Source: an optimization exercise on an open RTL-to-GDS flow (aim: small area). Production flows keep margins and buffers that such runs may drop.
Function was checked by simulation only, so behaviour that the tests miss may differ from the original.
Power and IR drop assume default switching activity.

==> flow/design.v, too long to show whole: its modules and the start of the top module <==
// module LedMatrix: 902 lines
module LedMatrix (
  output     [34:0]   io_col,
  output     [5:0]    io_row,
  input               bus_write,
  input      [6:0]    bus_address,
  input      [31:0]   bus_writeData,
  input               clk,
  input               reset
);
  // ...
==> flow/flow/run.sh <==
#!/bin/bash
# The standard layout (standard.sh), with one change to synthesis: Yosys's abc call maps the
# combinational logic with flow/area.abc, an area-oriented script, in place of ORFS's speed
# script. Everything else in synth_recipe.tcl (and so every register) is as the standard
# synthesis makes it.
# Port buffers are buf_1 cells.
set -euo pipefail
W=$(pwd)
cat > "$W/own_synth.tcl" <<TCL
# synth_recipe.tcl, with the -script of every abc call pointing at flow/area.abc
proc abc {args} {
  set i [lsearch -exact \$args -script]
  if {\$i >= 0} { lset args [expr {\$i + 1}] $W/flow/area.abc }
  yosys abc {*}\$args
}
source $W/synth_recipe.tcl
TCL
sed "s|SYNTH_SCRIPT=[^ ]*|SYNTH_SCRIPT=$W/own_synth.tcl|" standard.sh > own_standard.sh
grep -q "SYNTH_SCRIPT=$W/own_synth.tcl" own_standard.sh
# port buffers: the smallest buffer (ORFS otherwise picks clkdlybuf4s50_1)
bash own_standard.sh "BUFFER_PORTS_ARGS=-buffer_cell sky130_fd_sc_hd__buf_1" finish > "$W/flow_make.log" 2>&1
==> flow/flow/area.abc <==
strash
&get -n
&dch
&nf -R 1000
&put
strash
&get -n
&dch
&nf -R 1000
&put
==> flow/standard.sh <==
#!/bin/bash
# synth_recipe.tcl (not shown) runs the flow's synth.tcl, then flattens the netlist and writes it again
# the make line also repeats each setting of config.mk as NAME=value (left out here)
make -C /OpenROAD-flow-scripts/flow DESIGN_CONFIG=/design/flow/config.mk WORK_HOME=/design/flow/orfs CLKGATE_MAP_FILE= SYNTH_SCRIPT=/design/flow/synth_recipe.tcl "${@:-finish}"
==> flow/config.mk <==
export PLATFORM = sky130hd
export DESIGN_NAME = LedMatrix
export DESIGN_NICKNAME = LedMatrix
export VERILOG_FILES = /design/flow/design.v
export SDC_FILE = /design/flow/constraint.sdc
export NUM_CORES = 4
export LEC_CHECK = 0
export CAP_MARGIN = 20
export CORE_MARGIN = 2
export CORE_UTILIZATION = 40
export CTS_BUF_LIST = sky130_fd_sc_hd__clkbuf_16
export CTS_CLUSTER_DIAMETER = 100
export CTS_CLUSTER_SIZE = 28
export SLEW_MARGIN = 20
==> flow/constraint.sdc <==
create_clock -name core_clock -period 10.0 [get_ports {clk}]
set_input_delay 2.0000 -clock core_clock [delete_from_list [all_inputs] [get_ports {clk}]]
set_output_delay 2.0000 -clock core_clock [all_outputs]
set_load 0.01 [all_outputs]
==> reports/qor.yml, run 1 <==
status: "timing/DRC/antenna clean"
pwr-share-comb_pct: 3.7
synth_area_leaders: "edfxtp_1 78%, a222oi_1 6.3%, o21ai_0 1.8%"
dp_hpwl_mm: 69.65
hold_ws_ps: 375.9
synth-simple-area-share_pct: 4.347
reg2reg_to: "r32[0]$_DFFE_PP_"
fin_tns_setup_ps: 0
crit_arrival_ps: 5080
worst-path-stages: 12
fillers: 11280
grt_usage_pct: 19.70
synthXorXnorAreaFrac_pct: 0.2691
hp-start: "pwmPre[4]$_DFF_PP0_"
grt_overflow: 0
post-route-util_pct: 44.60
rsz0062_at_grt: "false"
setup_slack_ps: 2919
dominant_cells: "flip-flops and latches"
htreeDepth: 2
seq_cells: 1414
synth_commonest_cells: "1,344 x edfxtp_1, 329 x a222oi_1, 223 x nand2_1"
grt_pass1_wl_mm: 195.4
yosysTopAreaCellShare_pct: 77.51
routedWlPerCell_um: 26.71
synth_edf_count: 1344
grt_pass1_vias: 29340
netlist_instances: 2953
synth.distinct_cells: 45
clockRootBuffer: "clkbuf_16"
placed_area_sq_um: 56050
die-height_um: 364.8
cts.sinks: 1414
==> inputs of run 2 (changes only) <==
--- a/flow/config.mk
+++ b/flow/config.mk
@@ -7,5 +7,5 @@
 export LEC_CHECK = 0
-export CAP_MARGIN = 20
+export CAP_MARGIN = 5
 export CORE_MARGIN = 2
-export CORE_UTILIZATION = 40
+export CORE_UTILIZATION = 55
 export CTS_BUF_LIST = sky130_fd_sc_hd__clkbuf_16
@@ -13,2 +13,3 @@
 export CTS_CLUSTER_SIZE = 28
-export SLEW_MARGIN = 20
+export PLACE_DENSITY = 0.7
+export SLEW_MARGIN = 5
==> run 2 against run 1 <==
  * Combinational power down 3%
  * Worst hold slack better by 5.5 ps
  * Maximum frequency rose by 0.59%
  * Clock power is 2% lower
  * Critical path type unchanged
  * Largest power group unchanged
  * Global-route usage rose by 6.5 points
==> reports/qor.yml, run 2 <==
core_area_sq_um: 93610
synthAdderAreaFrac_pct: 1.177
timing.final.crit_share_pct: 70.39
synth_ff_type: "edfxtp_1"
worstPathRequired_ps: 8000
dp_hpwl_mm: 68.15  # -2.2%
grt_antenna_before_repair: 7
fin_tns_setup_ps: 0  # unchanged
critical_path.cell_chain: "buf_4, a222oi_1, nand3_1, maj3_1, a21oi_1, maj3_1, maj3_1, maj3_1, maj3_1, o21ai_0, nand3_1, buf_1"
drc: 0
drt_pass1_iterations: 12
routedWlPerCell_um: 28.96  # +8.4%
rrSetupSlack_ps: 5320
start_util_pct: 55.63
grt_pass1_vias: 30220  # +3.0%
cts_tree: "done"
endpoint_kind: "output port"
grt_max_degree: 121
finalMaxSlewViolations: 0
synth_edf_count: 1344  # unchanged
hold_class: "register to register"
cpPeakStageDelay_ps: 970
clockRootBuffer: "clkbuf_16"
synth_commonest_cells: "1,344 x edfxtp_1, 329 x a222oi_1, 223 x nand2_1"
crit_end: "io_col[12]"
postSynthNetCount: 2996
synth_compound_area_share_pct: 13.29
htreeDepth: 2  # unchanged
finalWeightedCongestion: 0.8451
drive_gt1_share_pct: 7.882
first_iter_violations: 5085
stdcell_area_sq_um: 56770
clkPwrFrac_pct: 26.6
seq_area_frac_synth_pct: 80.58
avgViaCountPerCell: 6.867
grt_overflow: 0  # unchanged
post-route-min-period_ps: 7039
crit_arrival_ps: 5040  # -40 ps
synthArstFlopShare_pct: 2.758
numCtsBuffers: 56
rsz0062_at_grt: "false"
peakVddDrop_mv: 0.1365
placed_area_sq_um: 55100  # -1.7%
drv_cap: 0
syn_avg_cell_area_sq_um: 17.63
final_common_cell: "edfxtp_1"
area_growth_pct: 9.025
yosysMostFrequentCell: "edfxtp_1"
reg2reg_depth: 9
pwr-share-seq_pct: 69.8
crit_path_start_kind: "register"
drtAntennaViolNets: 0
portBuffers: 74
switchingPower_mw: 2.116
reg2reg_to: "r18[7]$_DFFE_PP_"
clockBufferDepth: 3
crit_slowest_cell: "dfrtp_4"
internal_power_mw: 8.100
yosysTopAreaCell: "edfxtp_1"
hold_viol: 0
ios: 83
netlist_area_sq_um: 52070
yosysTopAreaCellShare_pct: 77.51  # unchanged
vias: 30920
grt_usage_pct: 26.18  # +6.5 points
skew_ps: 29.30
p_leak_nw: 19.33
die_w_um: 311.7
die-height_um: 311.7  # -15%
yosys_warnings: 1
worst-path-stages: 12  # unchanged
max-slew-margin-rel_pct: 10.67
muxShareOfSynthArea_pct: 0.1153
ys_ff_latch: 1414
cts_resized: 0
dieArea_sq_um: 97150
synthXorXnorAreaFrac_pct: 0.2691  # unchanged
synth_top_family_by_area: "compound AO/OA/AOI/OAI gates"
finalSetupViolCount: 0
power.density_nw_per_um2: 180.0
num_rows: 112
status: "timing/DRC/antenna clean"
reg2reg_from: "addrQ[0]$_DFF_P_"
cts.sinks: 1414  # unchanged
pwr-share-comb_pct: 3.6  # about the same
path_common_cell: "maj3_1"
synth.distinct_cells: 45  # unchanged
wirelength_mm: 130.4
worstMarginPinSlew_ps: 1326
crit_type: "register to output port"
startpoint: "rowHot[1]$_DFFE_PP0P_"
post_cts_buffers: 0
path_buf_inv: 2
clock.fmax_mhz: 142.1
synth-simple-area-share_pct: 4.347  # unchanged
cts.hold.buffers_added: 0
synth_area_leaders: "edfxtp_1 78%, a222oi_1 6.3%, o21ai_0 1.8%"
clk_latency_ps: 670
nets: 3245
grt_pass1_wl_mm: 190.8  # -2.4%
cts.clk_slew.worst_paths_ps: 100
final_cell_mix: "1,344 x edfxtp_1, 329 x a222oi_1, 223 x nand2_1, 150 x a21oi_1, 135 x o21ai_0"
crit_family: "adder cells"
crit_fanout: 65
netlist_instances: 2953  # unchanged
p_sw_share_pct: 20.71
## run 2: power groups by stage
stage	registers, mW	logic [mW]	clock network (mW)
3_5_place_dp	7.27	0.357	0
6_report	7.14	0.365	2.72
2_1_floorplan	7.24	0.162	0
5_1_grt	7.17	0.386	2.94
4_1_cts	7.13	0.357	2.74
3_3_place_gp	7.23	0.340	0
## run 2: final cells by class
| cell class | instances | area [sq um] |
|---|---|---|
| Multi-Input combinational cell | 1509 | 10240 |
| Inverter | 22 | 82.58 |
| Clock inverter | 47 | 183.9 |
| Clock buffer | 57 | 1426 |
| Fill cell | 6760 | 36840 |
| Antenna cell | 1 | 2.502 |
| Tap cell | 1254 | 1569 |
| Sequential cell | 1414 | 42010 |
| Timing Repair Buffer | 199 | 1259 |
## run 2: through the flow
| step | std cells | power [mW] | util (%) | setup slack, ps | hold WS, ps |
|---|---|---|---|---|---|
| final | 4503 | 10.22 | 60.65 | 2961 | 381.5 |
| after detailed placement | 4393 | 7.625 | 58.86 | 3729 | 359.4 |
| after global placement | 4393 | 7.572 | 58.86 | 3714 | 352.1 |
| after CTS | 4497 | 10.23 | 60.58 | 3005 | 385.3 |
| after global routing | 4502 | 10.50 | 60.64 | 2826 | 393.8 |
| after floorplan | 2953 | 7.399 | - | 819.9 | 420.6 |
## run 2: worst min path at each step
stage                              startpoint                  end  slack, ps  cells after the start
final                     rowPre[3]$_DFF_PP0_  rowPre[4]$_DFF_PP0_        380                      0
after global routing      rowPre[3]$_DFF_PP0_  rowPre[4]$_DFF_PP0_        390                      0
after detailed placement  rowPre[3]$_DFF_PP0_  rowPre[4]$_DFF_PP0_        360                      0
after CTS                 rowPre[3]$_DFF_PP0_  rowPre[4]$_DFF_PP0_        390                      0
after global placement    pwmPre[4]$_DFF_PP0_  pwmPre[5]$_DFF_PP0_        350                      0
after floorplan           pwmPre[4]$_DFF_PP0_  pwmPre[5]$_DFF_PP0_        420                      1
## run 2: worst reg2reg max path, cell delays in order, from the launching register on
cell and delay, ps:
dfxtp_1 330, xor2_1 150, nor4_1 490, nand3_1 170, nand2_1 260, buf_4 400, mux2i_1 360, and2_0 210
nand2_1 610, o21ai_0 1320
## run 2: per-layer routing
metal	up-vias	part of all wire (%)	track usage [%]
met1	15740	38	35.53
met4	4	2.3	6.086
met2	1801	49	44.46
met5	-	0.016	0
met3	183	11	4.732
li1	13200	-	-
## run 2: kinds of logic after synthesis
kind of cell	count (synthesis)
other cells	1
simple gates	496
compound gates	929
fa+ha+maj	61
buf+inv	30
mux	6
xor+xnor	16
flops	1414
==> inputs of run 3 (changes only) <==
--- a/flow/config.mk
+++ b/flow/config.mk
@@ -10,5 +10,5 @@
 export CORE_UTILIZATION = 55
-export CTS_BUF_LIST = sky130_fd_sc_hd__clkbuf_16
+export CTS_BUF_LIST = sky130_fd_sc_hd__clkbuf_8
 export CTS_CLUSTER_DIAMETER = 100
-export CTS_CLUSTER_SIZE = 28
+export CTS_CLUSTER_SIZE = 18
 export PLACE_DENSITY = 0.7
==> run 3 against run 2 <==
  * Core utilization is 0.19 points lower
  * Via count increased by 0.65%
  * Synthesized area unchanged
  * Combinational power barely moved
  * Worst hold slack better by 8.0 ps
  * Clock power is 7% lower
  * Still clean on timing, DRC and antenna
  * Sequential power hardly changed
==> reports/qor.yml, run 3 <==
grt_pass1_wl_mm: 192.1  # +0.70%
drv_cap: 0  # unchanged
clockRootBuffer: "clkbuf_8"
yosysTopAreaCellShare_pct: 77.51  # unchanged
synth_top_family_by_area: "compound AO/OA/AOI/OAI gates"
die-height_um: 311.7  # unchanged
multiInputGateArea_sq_um: 10240  # unchanged
final_common_cell: "edfxtp_1"
internal_power_mw: 7.897  # -2.5%
synthArstFlopShare_pct: 2.758  # unchanged
netlist_instances: 2953  # unchanged
core_area_sq_um: 93610  # unchanged
pwr-share-comb_pct: 3.6  # about the same
grt_usage_pct: 26.46  # +0.29 points
ys_ff_latch: 1414  # unchanged
area_growth_pct: 8.691
finalMaxSlewViolations: 0  # unchanged
cts_tree: "done"
avgViaCountPerCell: 6.859  # -0.10%
synth.distinct_cells: 45  # unchanged
synth-simple-area-share_pct: 4.347  # unchanged
timing.final.crit_share_pct: 71.15  # +0.75 points
post_cts_buffers: 0  # unchanged
ios: 83  # unchanged
final_cell_mix: "1,344 x edfxtp_1, 329 x a222oi_1, 223 x nand2_1, 150 x a21oi_1, 134 x o21ai_0"
clockBufferDepth: 3  # unchanged
drive_gt1_share_pct: 8.927  # +1.0 points
reg2reg_depth: 9  # unchanged
startpoint: "rowHot[1]$_DFFE_PP0P_"
drc: 0  # unchanged
crit_family: "adder cells"
finalSetupViolCount: 0  # unchanged
post-route-min-period_ps: 7115  # +75.42 ps
status: "timing/DRC/antenna clean"
drt_pass1_iterations: 9  # -3
dieArea_sq_um: 97150  # unchanged
critical_path.cell_chain: "buf_4, a222oi_1, nand3_1, maj3_1, a21oi_1, maj3_1, maj3_1, maj3_1, maj3_1, o21ai_0, nand3_1, buf_1"
fillers: 6759  # -0.015%
routed.top_layer: "met5"
finalWeightedCongestion: 0.8451  # unchanged
dp_hpwl_mm: 68.15  # unchanged
cts_resized: 0  # unchanged
yosysTopAreaCell: "edfxtp_1"
clkPwrFrac_pct: 25.3  # -1.3 points
synthXorXnorAreaFrac_pct: 0.2691  # unchanged
clock.fmax_mhz: 140.6  # -1.1%
drtAntennaViolNets: 0  # unchanged
crit_arrival_ps: 5110  # +70 ps
rsz0062_at_grt: "false"
cts.hold.buffers_added: 0  # unchanged
synth_area_leaders: "edfxtp_1 78%, a222oi_1 6.3%, o21ai_0 1.8%"
crit_end: "io_col[12]"
numCtsBuffers: 88  # +57%
cts.sinks: 1414  # unchanged
hold_viol: 0  # unchanged
hold_ws_ps: 389.5  # +8.047 ps
syn_avg_cell_area_sq_um: 17.63  # unchanged
vias: 31120  # +0.65%
netlist_area_sq_um: 52070  # unchanged
grt_max_degree: 121  # unchanged
synth_commonest_cells: "1,344 x edfxtp_1, 329 x a222oi_1, 223 x nand2_1"
cts.clk_slew.worst_paths_ps: 110  # about the same
die_w_um: 311.7  # unchanged
post-route-util_pct: 60.46  # -0.19 points
power.density_nw_per_um2: 177.2  # -1.5%
cpPeakStageDelay_ps: 980  # about the same
p_leak_nw: 19.26  # -0.36%
synth_compound_area_share_pct: 13.29  # unchanged
hold_class: "register to register"
pwr-share-seq_pct: 71.1  # +1.3 points
worstMarginPinSlew_ps: 1328  # +1.711 ps
max-slew-margin-rel_pct: 10.55  # -0.12 points
clk_latency_ps: 780  # +110 ps
crit_path_start_kind: "register"
reg2reg_to: "r18[2]$_DFFE_PP_"
first_iter_violations: 5204  # +2.3%
crit_fanout: 65  # unchanged
fin_tns_setup_ps: 0  # unchanged
htreeDepth: 3  # +1
grt_pass1_vias: 30590  # +1.2%
synth_edf_count: 1344  # unchanged
peakVddDrop_mv: 0.1710  # +25%
grt_overflow: 0  # unchanged
path_common_cell: "maj3_1"
grt_antenna_before_repair: 9  # +2
wirelength_mm: 131.0  # +0.44%
p_sw_share_pct: 21.28  # +0.57 points
muxShareOfSynthArea_pct: 0.1153  # unchanged
worstPathRequired_ps: 8000  # about the same
dr_wl_met2_mm: 63.72  # -0.47%
start_util_pct: 55.63  # unchanged
worst-path-stages: 12  # unchanged
skew_ps: 50.15  # +20.85 ps
yosysMostFrequentCell: "edfxtp_1"
synthAdderAreaFrac_pct: 1.177  # unchanged
rrSetupSlack_ps: 5430  # +110 ps
seq_area_frac_synth_pct: 80.58  # unchanged
portBuffers: 74  # unchanged
crit_slowest_cell: "dfrtp_4"
synth_ff_type: "edfxtp_1"
path_buf_inv: 2  # unchanged
reg2reg_from: "addrQ[0]$_DFF_P_"
switchingPower_mw: 2.135  # +0.88%
m1WireLength_mm: 49.00  # -0.17%
postSynthNetCount: 2996  # unchanged
ff_latch_area_sq_um: 42010  # unchanged
crit_type: "register to output port"
routedWlPerCell_um: 28.87  # -0.31%
num_rows: 112  # unchanged
met3_length_mm: 14.74  # +3.3%
endpoint_kind: "output port"
nets: 3278  # +1.0%
yosys_warnings: 1  # unchanged
-- run 3: cell counts after synthesis --
No cell type changed its count.
-- run 3: metrics by stage --
stage          area, sq um  total power [mW]  std cells  setup WS [ps]
6_report             56600             10.03       4537           2885
3_5_place_dp         55100             7.625       4393           3729
3_3_place_gp         55100             7.572       4393           3714
4_1_cts              56540             10.07       4530           2869
2_1_floorplan        52070             7.399       2953          819.9
5_1_grt              56600             10.34       4537           2699
-- run 3: cell type report --
| cell class | count | area share [%] |
|---|---|---|
| sequential | 1414 | 74.22 |
| multi-input combinational | 1509 | 18.10 |
| tap | 1254 | 2.772 |
| timing repair buffer | 200 | 2.215 |
| clock buffer | 91 | 2.213 |
| clock inverter | 46 | 0.3338 |
| inverter | 22 | 0.1459 |
| antenna | 1 | 0.004421 |
-- run 3: logic make-up after synthesis --
logic type	count (synthesis)
fa+ha+maj	61
compound gates	929
other cells	1
buf+inv	30
mux	6
xor+xnor	16
simple gates	496
flops	1414
-- run 3: worst register-to-register path: stages, from the launching register on --
cell and delay (ps):
dfxtp_1 330, xor2_1 150, nor4_1 420, nand3_1 160
nand2_1 250, buf_4 410, mux2i_1 380, and2_0 210
nand2_1 590, o21ai_0 1300
-- run 3: worst min-delay path by stage --
| stage | endpoint | from | cells after the start |
|---|---|---|---|
| 3_5_place_dp | rowPre[4]$_DFF_PP0_ | rowPre[3]$_DFF_PP0_ | 0 |
| 4_1_cts | pwmPre[5]$_DFF_PP0_ | pwmPre[4]$_DFF_PP0_ | 0 |
| 5_1_grt | pwmPre[11]$_DFF_PP0_ | pwmPre[10]$_DFF_PP0_ | 0 |
| 6_report | pwmPre[11]$_DFF_PP0_ | pwmPre[10]$_DFF_PP0_ | 0 |
| 2_1_floorplan | pwmPre[5]$_DFF_PP0_ | pwmPre[4]$_DFF_PP0_ | 1 |
| 3_3_place_gp | pwmPre[5]$_DFF_PP0_ | pwmPre[4]$_DFF_PP0_ | 0 |
-- run 3: per-layer routing --
metal  up-vias  global-route usage [%]
li1      13250                       -
met1     15730                   35.76
met2      1915                   44.29
met3       225                   5.104
met4         4                   7.397
met5         -                       0
-- run 3: power groups by stage --
stage	registers, mW	clock network [mW]	logic (mW)
2_1_floorplan	7.24	0	0.162
3_3_place_gp	7.23	0	0.340
3_5_place_dp	7.27	0	0.357
4_1_cts	7.13	2.58	0.357
5_1_grt	7.17	2.78	0.386
6_report	7.13	2.53	0.364

## separate check: timing with driven ports
The flow's constraints put no driver on any port. The routed layouts listed below were extracted and timed again, unchanged, in two steps.
Step 1 (the two cells are an assumption about what drives the block):
set clk [get_ports {clk}]
set_driving_cell -lib_cell sky130_fd_sc_hd__clkbuf_16 $clk
set_driving_cell -lib_cell sky130_fd_sc_hd__buf_2 [delete_from_list [all_inputs] $clk]
Step 2 moves the port delays by t, midway between the first and last clock arrival at a register: inputs arrive t later, outputs are due t later. That takes back most of the time a late clock gives input paths.
Three values: ideal, step 1, step 2; two values: the first two.
run	t, ns	slack for setup (ns)	latest minus earliest clock arrival (ns)
run 1	0.748	2.919 / 2.850 / 3.597	0.030 / 0.029
run 2	0.724	2.961 / 2.895 / 3.482	0.030 / 0.029
run 3	0.810	2.885 / 2.823 / 3.565	0.056 / 0.055
After both steps setup and hold are still met in every run listed.
